Background: an optimization exercise with open tools, aiming at small area, a short achievable clock period and few clock cycles. Do not read the settings as production practice. For this run, only the layout was checked, not whether the RTL still works. No activity file was given, so power comes from the tool's default toggle rates.

==> flow/design.v <==
module DCT(
	clk,
	rst_n,
	in_valid,
	in_data,
	out_valid,
	out_data
);
input        clk, rst_n, in_valid;
input signed [7:0]in_data;
output logic out_valid;
output logic signed[9:0]out_data;
integer i, j, m, n;
parameter [2:0] IDLE   = 3'd0, 
				INPUT  = 3'd1, 
				MUL1   = 3'd2, 
				MUL2   = 3'd3, 
				OUTPUT = 3'd4;
logic signed [7:0] dctmtx    [0:3][0:3];
logic signed [7:0] inbuffer  [0:3][0:3];
logic signed [9:0] tmpbuffer [0:3][0:3];
logic signed [9:0] outbuffer [0:3][0:3];
logic signed [9:0] buffer_next;
logic signed [31:0] mac [0:3];
logic [3:0] input_cnt, output_cnt;
logic [3:0] mul_cnt;
logic [2:0] state, next_state;
assign dctmtx[0][0] = 8'b01000000;
assign dctmtx[0][1] = 8'b01000000;
assign dctmtx[0][2] = 8'b01000000;
assign dctmtx[0][3] = 8'b01000000;
assign dctmtx[1][0] = 8'b01010011;
assign dctmtx[1][1] = 8'b00100010;
assign dctmtx[1][2] = 8'b11011110;
assign dctmtx[1][3] = 8'b10101101;
assign dctmtx[2][0] = 8'b01000000;
assign dctmtx[2][1] = 8'b11000000;
assign dctmtx[2][2] = 8'b11000000;
assign dctmtx[2][3] = 8'b01000000;
assign dctmtx[3][0] = 8'b00100010;
assign dctmtx[3][1] = 8'b10101101;
assign dctmtx[3][2] = 8'b01010011;
assign dctmtx[3][3] = 8'b11011110;
always_ff @(posedge clk or negedge rst_n) begin
	if(!rst_n)
		state <= IDLE;
	else
		state <= next_state;
end
always_comb begin
	case(state)
		default: 
			next_state = IDLE;
		IDLE: 
			next_state = (in_valid) ? INPUT : IDLE;
		INPUT:
			next_state = (input_cnt == 4'd15) ?  MUL1 : INPUT;
		MUL1:
			next_state = (mul_cnt == 4'd15) ? MUL2 : MUL1;
		MUL2:
			next_state = (mul_cnt == 4'd15) ? OUTPUT : MUL2;
		OUTPUT: 
			next_state = (output_cnt == 4'd15) ? IDLE : OUTPUT;
	endcase
end
always_ff @(posedge clk or negedge rst_n) begin
	if(!rst_n)
		input_cnt <= 4'd0;
	else if(in_valid)
		input_cnt <= input_cnt + 4'd1;
	else
		input_cnt <= 4'd0;
end
always_ff @(posedge clk or negedge rst_n) begin
	if(!rst_n) begin
		for(i = 0; i < 4; i = i + 1)
			for(j = 0; j < 4; j = j + 1)
				inbuffer[i][j] <= 8'd0;
	end
	else if(in_valid)
		inbuffer[input_cnt[3:2]][input_cnt[1:0]] <= in_data;
end
always_ff @(posedge clk or negedge rst_n) begin
	if(!rst_n) begin
		out_valid <= 1'b0;
		out_data  <= 10'd0;
	end
	else if(state == OUTPUT) begin
		out_valid <= 1'b1;
		out_data  <= outbuffer[output_cnt[3:2]][output_cnt[1:0]];
	end
	else begin
		out_valid <= 1'b0;
		out_data  <= 10'd0;
	end
end
always_ff @(posedge clk or negedge rst_n) begin
	if(!rst_n)
		output_cnt <= 4'd0;
	else if(state == OUTPUT)
		output_cnt <= output_cnt + 4'd1;
	else
		output_cnt <= 4'd0;
end
always_ff @(posedge clk or negedge rst_n) begin
	if(!rst_n) begin
		for(m = 0; m < 4; m = m + 1) begin
			for(n = 0; n < 4; n = n + 1) begin
				tmpbuffer[m][n] <= 10'd0;
				outbuffer[m][n] <= 10'd0;
			end
		end
	end
	else begin
		if(state == MUL1)
			tmpbuffer[mul_cnt[3:2]][mul_cnt[1:0]] <= buffer_next;
		else if(state == MUL2)
			outbuffer[mul_cnt[3:2]][mul_cnt[1:0]] <= buffer_next;
	end
end
always_ff @(posedge clk or negedge rst_n) begin
	if(!rst_n)
		mul_cnt <= 4'd0;
	else if(state == MUL1 || state == MUL2)
		mul_cnt <= mul_cnt + 4'd1;
	else
		mul_cnt <= 4'd0;
end
always_comb begin
	mac[0] = 32'sd0;
	mac[1] = 32'sd0;
	mac[2] = 32'sd0;
	mac[3] = 32'sd0;
	if(state == MUL1) begin
		mac[0] = dctmtx[mul_cnt[3:2]][0] * inbuffer[0][mul_cnt[1:0]];
		mac[1] = dctmtx[mul_cnt[3:2]][1] * inbuffer[1][mul_cnt[1:0]];
		mac[2] = dctmtx[mul_cnt[3:2]][2] * inbuffer[2][mul_cnt[1:0]];
		mac[3] = dctmtx[mul_cnt[3:2]][3] * inbuffer[3][mul_cnt[1:0]];
		buffer_next = (mac[0] + mac[1] + mac[2] + mac[3]) / 128;
	end
	else if(state == MUL2) begin
		mac[0] = tmpbuffer[mul_cnt[3:2]][0] * dctmtx[mul_cnt[1:0]][0];
		mac[1] = tmpbuffer[mul_cnt[3:2]][1] * dctmtx[mul_cnt[1:0]][1];
		mac[2] = tmpbuffer[mul_cnt[3:2]][2] * dctmtx[mul_cnt[1:0]][2];
		mac[3] = tmpbuffer[mul_cnt[3:2]][3] * dctmtx[mul_cnt[1:0]][3];
		buffer_next = (mac[0] + mac[1] + mac[2] + mac[3]) / 128;
	end
	else
		buffer_next = 0;
end
endmodule
==> flow/run.sh <==
#!/bin/bash
# synth_recipe.tcl (not shown) runs the flow's synth.tcl, then flattens the netlist and writes it again
# the make line also repeats each setting of config.mk as NAME=value (left out here)
make -C /OpenROAD-flow-scripts/flow DESIGN_CONFIG=/design/flow/config.mk WORK_HOME=/design/flow/orfs CLKGATE_MAP_FILE= SYNTH_SCRIPT=/design/flow/synth_recipe.tcl finish
==> flow/config.mk <==
export PLATFORM = sky130hd
export DESIGN_NAME = DCT
export DESIGN_NICKNAME = DCT
export VERILOG_FILES = /design/flow/design.v
export SDC_FILE = /design/flow/constraint.sdc
export NUM_CORES = 4
export LEC_CHECK = 0
export CAP_MARGIN = 20
export CORE_MARGIN = 2
export CORE_UTILIZATION = 40
export SLEW_MARGIN = 20
==> flow/constraint.sdc <==
create_clock -name core_clock -period 10.5 [get_ports {clk}]
set_input_delay 2.1000 -clock core_clock [delete_from_list [all_inputs] [get_ports {clk}]]
set_output_delay 2.1000 -clock core_clock [all_outputs]
set_load 0.01 [all_outputs]
==> impl_metrics.prom <==
# TYPE chip_impl_metric gauge
chip_impl_metric{name="worst_setup_hold_path_clk_slew",unit="ns"} 0.06
chip_impl_info{name="critical-path-top-delay-family",value="adder cells"} 1
chip_impl_metric{name="start_util",unit=""} 0.4045
chip_impl_metric{name="period_needed",unit="ns"} 10.28
chip_impl_info{name="crit_path_frequent_cell",value="fa_1"} 1
chip_impl_metric{name="multi_input_area",unit="mm²"} 0.02688
chip_impl_metric{name="power_frac_seq",unit=""} 0.233
chip_impl_metric{name="critical_path.max_fanout",unit=""} 8
chip_impl_metric{name="cts_buffer_depth",unit=""} 3
chip_impl_metric{name="finalMaxSlewViolations",unit=""} 0
chip_impl_metric{name="floorplan.die_area",unit="mm²"} 0.1077
chip_impl_metric{name="core_region_area",unit="mm²"} 0.1039
chip_impl_info{name="nature_of_the_critical_path_startpoint",value="flop"} 1
chip_impl_metric{name="wirelength",unit="µm"} 110400
chip_impl_metric{name="post_synth_inst_count",unit=""} 4147
chip_impl_metric{name="hold_viol",unit=""} 0
chip_impl_metric{name="swShare",unit=""} 0.4381
chip_impl_metric{name="power_density_over_the_cells",unit="mW/mm²"} 174.4
chip_impl_metric{name="first_iter_violations",unit=""} 1952
chip_impl_metric{name="io_pins",unit=""} 22
chip_impl_metric{name="critical-path-max-stage-delay",unit="ns"} 0.51
chip_impl_metric{name="drt_drc_violations_left",unit=""} 0
chip_impl_metric{name="hold_slack",unit="ns"} 0.4767
chip_impl_metric{name="fmax",unit="GHz"} 0.09724
chip_impl_metric{name="ys_seq_area_frac",unit=""} 0.2821
chip_impl_metric{name="total_cts_buffers",unit=""} 48
chip_impl_metric{name="clock-skew-final",unit="ns"} 0.03146
chip_impl_metric{name="period_utilization",unit=""} 0.9794
chip_impl_info{name="timing.hold.worst.class",value="flop to flop"} 1
chip_impl_metric{name="worst-endpoint-required",unit="ns"} 10.96
chip_impl_metric{name="grt_util_all_layers",unit=""} 0.2101
chip_impl_metric{name="maximum_number_of_pins_on_one_net_before_global_route_repair",unit=""} 182
chip_impl_metric{name="synthToLayoutAreaGrowth",unit="%"} 13.30
chip_impl_metric{name="path_buf_inv",unit=""} 6
chip_impl_metric{name="max_slew_margin",unit=""} 0.2625
chip_impl_metric{name="grt-ovfl-total",unit=""} 0
chip_impl_info{name="criticalPathCategory",value="flop to flop"} 1
chip_impl_metric{name="synth.ff_latch_count",unit=""} 474
chip_impl_metric{name="routed-via-count",unit=""} 29090
chip_impl_metric{name="final_nets",unit=""} 5189
chip_impl_metric{name="antenna_found_initial",unit=""} 0
chip_impl_metric{name="ant_nets",unit=""} 0
chip_impl_metric{name="fin_tns_setup",unit="ns"} 0
chip_impl_metric{name="synth_cell_type_count",unit=""} 73
chip_impl_metric{name="syn_avg_cell_area",unit="µm²"} 10.14
chip_impl_metric{name="portBuffers",unit=""} 21
chip_impl_info{name="ctsRootBufferMaster",value="clkbuf_16"} 1
chip_impl_metric{name="gp_routability_congestion",unit=""} 0.9032
chip_impl_metric{name="fillCellCount",unit=""} 9875
chip_impl_info{name="run_status",value="finished clean"} 1
chip_impl_metric{name="die_x",unit="µm"} 328.2
chip_impl_metric{name="irDropWorstVdd",unit="µV"} 320.7
chip_impl_info{name="setup.worst_path.end_class",value="flop"} 1
chip_impl_metric{name="maxCapViolations",unit=""} 0
chip_impl_info{name="tritoncts",value="done"} 1
chip_impl_metric{name="dr.pass1.iters",unit=""} 5
chip_impl_metric{name="synth.net_count",unit=""} 5031
chip_impl_metric{name="total_power",unit="mW"} 8.310
chip_impl_metric{name="synth_warnings",unit=""} 6
chip_impl_metric{name="ff_latch_area",unit="mm²"} 0.01187
chip_impl_metric{name="cts_sinks",unit=""} 474
chip_impl_metric{name="power.clock.fraction",unit=""} 0.199
chip_impl_metric{name="power.internal",unit="mW"} 4.669
chip_impl_metric{name="grt_pass1_vias",unit=""} 30330
chip_impl_metric{name="static_power_due_to_leakage",unit="nW"} 24.17
chip_impl_metric{name="die_height",unit="µm"} 328.2
chip_impl_metric{name="grt_pass1_wl",unit="µm"} 175700
chip_impl_info{name="critPathSlowestCell",value="fa_1"} 1
chip_impl_metric{name="p_sw",unit="mW"} 3.641
chip_impl_metric{name="core.rowCount",unit=""} 118
chip_impl_metric{name="ys_async_sr_fraction",unit=""} 1.000
chip_impl_metric{name="layout-drive-gt1-share",unit=""} 0.1479
chip_impl_metric{name="finish_stage_setup_viols",unit=""} 0
chip_impl_metric{name="clk-insertion-delay-late",unit="ns"} 0.61
chip_impl_metric{name="synthesis.area",unit="mm²"} 0.04205
chip_impl_metric{name="dp_hpwl",unit="µm"} 84710
chip_impl_metric{name="post_drt_via_cell_ratio",unit=""} 5.083
chip_impl_metric{name="max_slew.worst_pin.slew",unit="ns"} 1.103
chip_impl_metric{name="synth_enable_flop_cells",unit=""} 0
chip_impl_metric{name="routedWlPerCell",unit="µm"} 19.29
chip_impl_metric{name="h-tree-depth",unit=""} 2
chip_impl_metric{name="comb_power_share",unit=""} 0.568
chip_impl_info{name="postSynth.topFlopCell",value="dfrtp_1"} 1
chip_impl_metric{name="timing.critical_path.arrival",unit="ns"} 10.75
## layer usage
metal	global-route usage	up-vias	routed length [µm]
li1	-	13510	-
met5	0	-	0
met2	0.3432	610	52400
met4	0.05142	0	2509
met1	0.2989	14850	50290
met3	0.02494	125	5211
## cell families after synthesis
| group | count (synthesis) | share of synthesized area |
|---|---|---|
| other cells | 1 | 0.00008919 |
| compound gates | 631 | 0.09258 |
| xor+xnor | 74 | 0.01658 |
| fa+ha+maj | 873 | 0.3630 |
| mux | 238 | 0.06276 |
| buf+inv | 1001 | 0.08993 |
| flops | 474 | 0.2821 |
| simple gates | 855 | 0.09297 |
## worst min-delay path, cell delays in order, from the launching register on
cell and delay [ns]:
dfrtp_1 0.34, nand2_1 0.05, o21ai_0 0.06
## cell type report
class / count / area share
diodes: 3 / 0.0001576
clock buffers: 71 / 0.02913
clock inverters: 14 / 0.002101
inverters: 818 / 0.06445
multi-input cells: 2672 / 0.5643
flip-flops and latches: 474 / 0.2491
well taps: 1380 / 0.03624
repair buffers: 291 / 0.05458
## through the flow
| stage | util | cell area [µm²] | cells | worst slack [ns] |
|---|---|---|---|---|
| finish | 0.4583 | 47640 | 5723 | 0.2163 |
| global route | 0.4583 | 47630 | 5720 | -0.01542 |
| CTS | 0.4528 | 47070 | 5705 | 0.03215 |
| detailed placement | 0.4379 | 45520 | 5619 | -0.2361 |
| global placement | 0.4379 | 45520 | 5619 | -0.07514 |
| floorplan | - | 42050 | 4147 | 0.09052 |
## flip-flops by register name, indices dropped and copies added, names as in the netlist
name / count
tmpbuffer: 160
out_valid: 1
inbuffer: 128
out_data: 10
state: 3
outbuffer: 160
output_cnt: 4
mul_cnt: 4
input_cnt: 4
## power by group through the flow
| stage | Clock [mW] | Combinational [mW] | Sequential [mW] |
|---|---|---|---|
| final | 1.65 | 4.72 | 1.94 |
| after global routing | 1.76 | 5.13 | 1.95 |
| after CTS | 1.68 | 4.67 | 1.94 |
| after detailed placement | 0 | 4.63 | 1.97 |
| after global placement | 0 | 4.61 | 1.97 |
| after floorplan | 0 | 2.40 | 1.96 |
## cell usage in the layout, fill, tap and decap left out, drive strengths merged, types with 15 or more instances in the layout
cell / synthesis / final
or2: 21 / 21
xnor2: 54 / 54
nor2b: 15 / 15
nor2: 136 / 136
fa: 578 / 578
dfrtp: 474 / 474
mux2: 179 / 179
clkdlybuf4s50: 0 / 20
nand2b: 24 / 24
a22oi: 146 / 146
and2: 121 / 121
ha: 295 / 295
nand3: 61 / 61
clkbuf: 157 / 75
a21oi: 43 / 43
mux2i: 57 / 57
o21ai: 300 / 300
a31oi: 67 / 67
buf: 26 / 267
xor2: 20 / 20
inv: 817 / 819
nand2: 426 / 426
## synth_stat cells (10+ instances only)
cell        n  area share
a222oi_1   13      0.0031
nor3_1     10      0.0012
fa_1      578        0.28
nand2b_1   24      0.0036
a21oi_1    43      0.0051
o21ai_0   297       0.035
and2_1    121       0.018
clkbuf_1  156       0.014
inv_1     817       0.073
xor2_1     17      0.0035
buf_1      20      0.0018
nor2b_1    15      0.0022
or2_2      20      0.0030
a31oi_1    67       0.010
nor2_1    136       0.012
xnor2_1    52       0.011
dfrtp_1   474        0.28
nand2_1   426       0.038
and3_1     11      0.0016
nand3_1    60      0.0071
mux2i_1    57       0.014
mux2_2    177       0.047
a22oi_1   146       0.026
ha_1      295       0.088
## path summary, 6_finish.rpt
path,start,endpoint,slack [ns],depth (start not counted)
max,mul_cnt[2],outbuffer[0][9],0.22,34
min,outbuffer[11][2],outbuffer[11][2],0.48,2
max reg2reg,mul_cnt[2],outbuffer[0][9],0.22,34
min reg2reg,outbuffer[11][2],outbuffer[11][2],0.48,2
max in group asynchronous,rst_n,mul_cnt[2],7.18,2
min in group asynchronous,rst_n,out_data[8],1.55,1
## timing repair
action                     CTS  global route
setup buffers                1            11
pin swaps                    1            34
cloned                       0             4
hold buffers                 0             0
setup endpoints to repair   64           319
resized for setup            8            81

==> re-timing with driven ports <==
Ports are ideal in the flow. The routed layout listed here was re-timed in OpenROAD.
Step 1 (the two cells are an assumption about what drives the block):
set clk [get_ports {clk}]
set_driving_cell -lib_cell sky130_fd_sc_hd__clkbuf_16 $clk
set_driving_cell -lib_cell sky130_fd_sc_hd__buf_2 [delete_from_list [all_inputs] $clk]
Step 2 moves the port delays by t, midway between the first and last clock arrival at a register: inputs arrive t later, outputs are due t later. That takes back most of the time a late clock gives input paths.
Slacks: ideal / step 1 / step 2; pairs: ideal / step 1.
t, ns: 0.644
slack for setup (ns): 0.216 / 0.216 / 0.216
worst data-port slew with drivers (ns): 0.05
After both steps setup and hold are still met in this run. For this run, drivers alone change the setup slack by 0.000 ns; drivers and shift together by 0.000 ns.
